What follows belongs to an exercise in optimizing a design on an open flow for small area; a production flow would make more cautious choices. In this exercise RTL edits were held to simulation tests only and were not proved equivalent to the original. No activity file was given, so power comes from the tool's default toggle rates.

<file path="config.mk">
export PLATFORM = sky130hd
export DESIGN_NAME = project2
export DESIGN_NICKNAME = project2
export VERILOG_FILES = /design/flow/design.v
export SDC_FILE = /design/flow/constraint.sdc
export NUM_CORES = 4
export LEC_CHECK = 0
export CAP_MARGIN = 20
export CORE_MARGIN = 2
export CORE_UTILIZATION = 40
export SLEW_MARGIN = 20
</file>
<file path="design.v">
`timescale 1ns / 1ps
module project2(clock, reset, switches, buttons, leds, cathods, anodes);
	input  clock;
	input  reset;
	input [6:0] switches;
	input [3:0] buttons;
	output [7:0] leds;
	output [7:0] cathods;
	output [3:0] anodes;
	reg        act;       
	reg        win;       
	reg        hi;        
	reg        dm;        
	reg        shd;       
	reg        player;
	reg        pressed;
	reg        fa;        
	reg  [3:0] att;       
	reg        ovf;       
	reg  [3:0] fin0, fin1, fin2, fin3;
	reg  [3:0] bak0, bak1, bak2, bak3;
	reg        led;
	reg [23:0] bc;        
	reg  [1:0] ph;        
	reg [10:0] sc;        
	reg        blank;     
	reg  [4:0] cc;        
	wire sw_any  = |switches[3:0];
	wire inc     = switches[6] & fa;
	wire ng      = act & win & ~switches[5] & ~switches[4];    
	wire retry   = act & ~win & ~switches[5] & switches[4];
	wire cmp     = ~act & switches[5] & player;
	wire pc      = ~act & (switches[4] != player);              
	wire dm1     = dm | pc;
	wire entry   = ~act & sw_any & ~dm1;                        
	wire addit   = entry & ~pressed;
	wire [15:0] fv = {fin0, fin1, fin2, fin3};
	wire [15:0] bv = {bak0, bak1, bak2, bak3};
	wire eq = (fv == bv);
	wire lo = (bv > fv);
	wire s0 = switches[3:0] == 4'b0001;
	wire s1 = switches[3:0] == 4'b0010;
	wire s2 = switches[3:0] == 4'b0100;
	wire s3 = switches[3:0] == 4'b1000;
	wire [3:0] sel = ({4{s0}} & fin0) | ({4{s1}} & fin1) | ({4{s2}} & fin2) | ({4{s3}} & fin3);
	wire [4:0] sum = sel + buttons;
	wire [3:0] nv  = sum[4] ? 4'd0 : sum[3:0];
	wire clr_fin = pc | ng;
	wire [3:0] fin0_n = clr_fin ? 4'd0 : (addit & s0) ? nv : fin0;
	wire [3:0] fin1_n = clr_fin ? 4'd0 : (addit & s1) ? nv : fin1;
	wire [3:0] fin2_n = clr_fin ? 4'd0 : (addit & s2) ? nv : fin2;
	wire [3:0] fin3_n = clr_fin ? 4'd0 : (addit & s3) ? nv : fin3;
	wire [3:0] att_n = ng ? 4'd0 : (inc & ~ovf) ? att + 4'd1 : att;
	wire sc_end  = sc == 11'h02f;                  
	wire sc_pend = sc == 11'h017;                  
	wire sc_fb   = ~(sc[10] ^ sc[8]);
	wire [1:0]  ph_n = ng ? 2'd0 : sc_end ? ph + 2'd1 : ph;
	wire [10:0] sc_n = ng ? 11'd0 : sc_end ? {10'd0, ~ph[1]} : {sc[9:0], sc_fb};
	wire hold_n = ~ng & (ph == 2'd3) & sc_pend;    
	wire blink   = act & win & ~ng;
	wire bc_bnd  = {bc[23:3], bc[1:0]} == {21'h193_5be, 2'b11};
	wire bc_fb   = ~(bc[23] ^ bc[22] ^ bc[21] ^ bc[16]);
	wire [23:0] bc_n = ~blink ? 24'hc9adf7 :
	                   bc_bnd ? {22'd0, ~led & ~bc[2], ~led} : {bc[22:0], bc_fb};
	wire led_n = blink & (led ^ bc_bnd);
	localparam [4:0] C_BL = 5'd16, C_DA = 5'd17, C_L = 5'd18, C_H = 5'd19, C_I = 5'd20, C_P = 5'd21;
	wire [3:0] dig = (ph_n == 2'd0) ? fin0_n : (ph_n == 2'd1) ? fin1_n : (ph_n == 2'd2) ? fin2_n : fin3_n;
	reg [4:0] code;
	always @(*) begin
		if (act) begin
			if (ng)
				code = C_DA;
			else if (win)
				code = (ph_n == 2'd0) ? {1'b0, att_n} : C_BL;
			else
				case (ph_n)
				2'd0: code = hi ? C_I : 5'd0;
				2'd1: code = hi ? C_H : C_L;
				2'd2: code = 5'd2;
				default: code = C_BL;
				endcase
		end else if (sw_any | (~dm1 & shd))
			code = {1'b0, dig};
		else if (dm1)
			case (ph_n)
			2'd0: code = switches[4] ? 5'd2 : 5'd1;
			2'd1: code = C_BL;
			2'd2: code = C_L;
			default: code = C_P;
			endcase
		else
			case (ph_n)
			2'd0: code = hi ? C_I : 5'd0;
			2'd1: code = hi ? C_H : C_L;
			2'd2: code = 5'd2;
			default: code = C_BL;
			endcase
	end
	always @(posedge clock) begin
		if (reset) begin
			act <= 1'b0; win <= 1'b0; hi <= 1'b0;
			dm <= 1'b1; shd <= 1'b0; player <= 1'b0; pressed <= 1'b0; fa <= 1'b1;
			att <= 4'd0; ovf <= 1'b0;
			fin0 <= 4'd0; fin1 <= 4'd0; fin2 <= 4'd0; fin3 <= 4'd0;
			bak0 <= 4'd0; bak1 <= 4'd0; bak2 <= 4'd0; bak3 <= 4'd0;
			led <= 1'b0; bc <= 24'hc9adf7;
			ph <= 2'd0; sc <= 11'h400; blank <= 1'b1;
			cc <= C_BL;
		end else begin
			act <= act ? ~(ng | retry) : cmp;
			if (cmp) begin
				win <= eq;
				hi <= ~lo;
			end
			dm <= act ? (ng | (dm & ~retry)) : (dm1 & ~sw_any);
			shd <= ~act & (shd | sw_any);
			player <= act ? (player & ~ng) : switches[4];
			pressed <= ng ? 1'b0 : entry ? (pressed ? |buttons : 1'b1) : pressed;
			fa <= (ng | retry) | (fa & ~inc);
			att <= att_n;
			ovf <= ~ng & (ovf | (inc & (&att)));
			fin0 <= fin0_n; fin1 <= fin1_n; fin2 <= fin2_n; fin3 <= fin3_n;
			if (ng) begin
				bak0 <= 4'd0; bak1 <= 4'd0; bak2 <= 4'd0; bak3 <= 4'd0;
			end else if (pc) begin
				bak0 <= fin0; bak1 <= fin1; bak2 <= fin2; bak3 <= fin3;
			end
			led <= led_n;
			bc <= bc_n;
			ph <= ph_n;
			sc <= sc_n;
			blank <= 1'b0;
			if (!hold_n)
				cc <= code;
		end
	end
	assign leds = {8{led}};
	assign anodes = blank ? 4'b1111 : ~(4'b1000 >> ph);
	reg [6:0] seg;
	always @(*) begin
		case (cc)
		5'd0:  seg = 7'b1000000;
		5'd1:  seg = 7'b1111001;
		5'd2:  seg = 7'b0100100;
		5'd3:  seg = 7'b0110000;
		5'd4:  seg = 7'b0011001;
		5'd5:  seg = 7'b0010010;
		5'd6:  seg = 7'b0000010;
		5'd7:  seg = 7'b1111000;
		5'd8:  seg = 7'b0000000;
		5'd9:  seg = 7'b0010000;
		5'd10: seg = 7'b0001000;
		5'd11: seg = 7'b0000011;
		5'd12: seg = 7'b1000110;
		5'd13: seg = 7'b0100001;
		5'd14: seg = 7'b0000110;
		5'd15: seg = 7'b0001110;
		5'd17: seg = 7'b0111111;
		5'd18: seg = 7'b1000111;
		5'd19: seg = 7'b0001001;
		5'd20: seg = 7'b1001111;
		5'd21: seg = 7'b0001100;
		default: seg = 7'b1111111;
		endcase
	end
	assign cathods = {1'b1, seg};
endmodule
</file>
<file path="run.sh">
#!/bin/bash
# synth_recipe.tcl (not shown) runs the flow's synth.tcl, then flattens the netlist and writes it again
# the make line also repeats each setting of config.mk as NAME=value (left out here)
make -C /OpenROAD-flow-scripts/flow DESIGN_CONFIG=/design/flow/config.mk WORK_HOME=/design/flow/orfs CLKGATE_MAP_FILE= SYNTH_SCRIPT=/design/flow/synth_recipe.tcl finish
</file>
<file path="constraint.sdc">
create_clock -name core_clock -period 12.0 [get_ports {clock}]
set_input_delay 2.4000 -clock core_clock [delete_from_list [all_inputs] [get_ports {clock}]]
set_output_delay 2.4000 -clock core_clock [all_outputs]
set_load 0.01 [all_outputs]
</file>
==> flow_metrics.py <==
metrics = {
    "outcome": {
        "status": "timing/DRC/antenna clean",
    },
    "power": {
        "power_frac_clock": 0.414,
        "cellLeakagePower_nw": 2.369,
        "p_comb_frac": 0.109,
        "ir_worst_vdd_uv": 64.95,
        "sw_frac_of_total": 0.2800,
        "intPower_mw": 0.5003,
        "power_frac_seq": 0.477,
        "finalPower_mw": 0.6949,
        "p_per_area_nw_per_um2": 112.8,
        "p_sw_mw": 0.1946,
    },
    "clock_network": {
        "cts_max_path_buffers": 2,
        "clock-sinks": 96,
        "clk_latency_ns": 0.36,
        "clk_pin_slew_ns": 0.07,
        "cts_inserted_buffers": 9,
        "ctsResizeCount": 0,
        "cts-hold-fix-buffers": 0,
        "root_buffer": "clkbuf_16",
        "cts_tree": "built",
        "cts_setup_buffers": 0,
        "ctsHtreeMaxLevel": 3,
    },
    "drt": {
        "final_antenna_net_count": 0,
        "wl_per_cell_um": 16.53,
        "route.met2.wl_mm": 6.390,
        "highest_layer": "met4",
        "drt-initial-drc-count": 567,
        "met1Wirelength_mm": 6.608,
        "wl_met3_um": 814,
        "vias": 4920,
        "routed_wl_mm": 14.19,
        "viasPerCell": 5.734,
        "drt-pass1-iter-count": 6,
        "drc": 0,
    },
    "critical_path": {
        "crit_chain": "clkdlybuf4s50_1 -> nor2b_1 -> a22oi_1 -> nor2_1 -> a31oi_1 -> o21ai_0 -> ha_1 -> inv_1 -> fa_1 -> nor2b_1 -> o22a_1 -> o31ai_1 -> a32oi_1 -> o211ai_1 -> a21oi_1 -> nor2_1 -> inv_1 -> ha_1 -> inv_1 -> a221oi_1 -> a311oi_1 -> a211o_1",
        "path_class": "primary input to register",
        "critPathCaptureType": "register",
        "slowest_delay_ns": 0.76,
        "critPathSlowestCell": "clkdlybuf4s50_1",
        "worstPathArrival_ns": 7.29,
        "cpMostUsedCell": "inv_1",
        "cp_max_fo": 15,
        "worstPathRequired_ns": 12.25,
        "cp-start-kind": "primary input",
        "reg2reg_from": "sc[6]",
        "startpoint": "switches[0]",
    },
    "timing": {
        "slew_headroom": 0.4259,
        "setup_violations": 0,
        "tightest_slew_ns": 0.8545,
        "finalCritPeriodShare": 0.5864,
        "slew_viol_final": 0,
        "finalHoldViolations": 0,
        "fin_skew_ns": 0.007958,
        "setup_ws_ns": 4.963,
        "fmax_ghz": 0.1421,
        "hold-worst-slack_ns": 0.4443,
        "setup_tns_ns": 0,
        "period_needed_ns": 7.037,
        "rsz0062_at_grt": "no",
    },
    "synthesis": {
        "synth_fa_ha_area_frac": 0.08789,
        "synth_ff_type": "dfxtp_1",
        "avgSynthCellArea_um2": 8.190,
        "ys_async_sr_fraction": 0,
        "synthMuxAreaShare": 0.03279,
        "ys_ff_latch": 96,
        "synthCells": 671,
        "synth-compound-area-share": 0.1853,
        "syn_nets": 722,
        "synth.distinct_cells": 76,
        "ys.warnings.count": 1,
        "synth_simple_gate_area_share": 0.2598,
        "yosysSeqAreaShare": 0.3497,
        "synth_xor_area_frac": 0.02049,
        "synth_top_family_by_area": "simple AND/OR/NAND/NOR gates",
        "synth-edff-count": 0,
        "netlist_area_um2": 5495,
    },
    "finish": {
        "seqCellArea_um2": 1922,
        "num-fill-cells": 1344,
        "n_antenna_cell": 0,
        "nets": 728,
        "design_area_um2": 6162,
        "final_cells": 858,
        "postLayoutCoreUtil": 0.4617,
        "drive_above_1_share": 0.06158,
        "most-common-layout-cells": "96 x dfxtp_1, 86 x nand2_1, 43 x nor2_1, 43 x a21oi_1, 37 x ha_1",
        "mostFrequentLayoutCell": "dfxtp_1",
        "multi_input_area_um2": 3228,
        "area_delta_synth_final_pct": 12.14,
    },
    "placed_design": {
        "dpl.hpwl_mm": 10.39,
        "io_buffer_count": 31,
        "placed_cell_area_um2": 5862,
        "placed_cells": 842,
        "dpl_worst_slack_ns": 4.691,
        "finalWeightedCongestion": 0.9383,
    },
    "grt": {
        "grt_overflow": 0,
        "grt_pass1_wl_mm": 23.81,
        "grt_pass1_vias": 4671,
        "grtUsageTotal": 0.2043,
        "antenna_found_initial": 0,
        "grt_max_degree": 28,
    },
    "floorplanning": {
        "die_h_um": 121.2,
        "die_x_um": 121.2,
        "ios": 33,
        "core_area_um2": 13350,
        "num_rows": 42,
        "die_area_um2": 14690,
        "start_util": 0.4117,
    },
    "worst_hold_path": {
        "hold_start": "bc[10]",
        "min_path_type": "register to register",
    },
    "job": {
        "max-cap-violations": 0,
    },
}
## critical path: cells and delay by family
family / cells / cell delay, ns
AO/OA/AOI/OAI: 11 / 2.29
adder cells (fa/ha/maj): 3 / 0.81
buffers and inverters: 4 / 1.08
AND/OR/NAND/NOR: 4 / 0.69
## logic make-up after synthesis
kind of cell / Yosys count
simple gates: 274
compound gates: 152
flops: 96
buf+inv: 81
fa+ha+maj: 38
mux: 17
xor+xnor: 12
other cells: 1
## synthesized netlist by cell type, drive strengths merged, types with 12 or more instances
master | count | area share
nand3 | 21 | 0.019
and3 | 17 | 0.019
o21ai | 24 | 0.023
mux2i | 12 | 0.023
nand2b | 14 | 0.016
or3 | 12 | 0.015
nor2b | 14 | 0.016
ha | 37 | 0.084
dfxtp | 96 | 0.35
inv | 38 | 0.026
buf | 16 | 0.019
nor3 | 13 | 0.012
o31ai | 15 | 0.020
nor2 | 45 | 0.032
a21oi | 43 | 0.039
clkbuf | 24 | 0.016
and2 | 12 | 0.014
nand2 | 87 | 0.059
## layout make-up
class	count	share of cell area
clock buffer	9	0.03655
clock inverter	7	0.01178
inverter	41	0.02497
multi-input combinational	494	0.5239
sequential	96	0.3119
tap	176	0.03574
timing repair buffer	35	0.05523
## state kept, by name (all words and copies together), names as in the netlist, 5 cells and up
register	cells
bc	24
cc	5
sc	11
seg	7
## layer usage
metal  track usage  vias up
met5             0        -
met4       0.09052        0
met3       0.03430       36
met2        0.3206      182
met1        0.2758     2307
li1              -     2395
## power groups by stage
stage                     Combinational [mW]  Clock [mW]  Sequential [mW]
final                                 0.0757       0.288            0.332
after global placement                0.0733           0            0.339
after global routing                  0.0840       0.305            0.333
after floorplan                       0.0495           0            0.338
after CTS                             0.0748       0.292            0.332
after detailed placement              0.0743           0            0.339
## worst paths after layout
path / end / slack (ns) / cells after the start
setup / recovery: seg[1] / 4.96 / 22
hold / removal: bc[11] / 0.44 / 2
setup reg to reg: seg[1] / 6.99 / 17
hold reg to reg: bc[11] / 0.44 / 2

## afterwards: timing with drivers on the ports
The results above use ideal ports. As a check the final layout listed here was re-extracted and re-timed, cells and wires unchanged.
Step 1 assumes that a clkbuf_16 drives the clock port and a buf_2 every other input.
Step 2 adds t to the input delays and takes it off the output delays; t is the mean of the earliest and latest rising clock arrival at the registers after step 1. Input paths then give back, and output paths get back, about the clock's delay inside the block.
Slacks: ideal ports / drivers / drivers and shift; pairs: ideal ports / drivers.
shift t [ns]: 0.399
slack for setup (ns): 4.963 / 4.978 / 4.579
worst hold slack (ns): 0.444 / 0.444 / 0.444
worst slew at a driven data input, ns: 0.04
After both steps this run still meets setup and hold. The setup slack of this run moves by +0.015 ns with the drivers and by -0.384 ns with both steps.
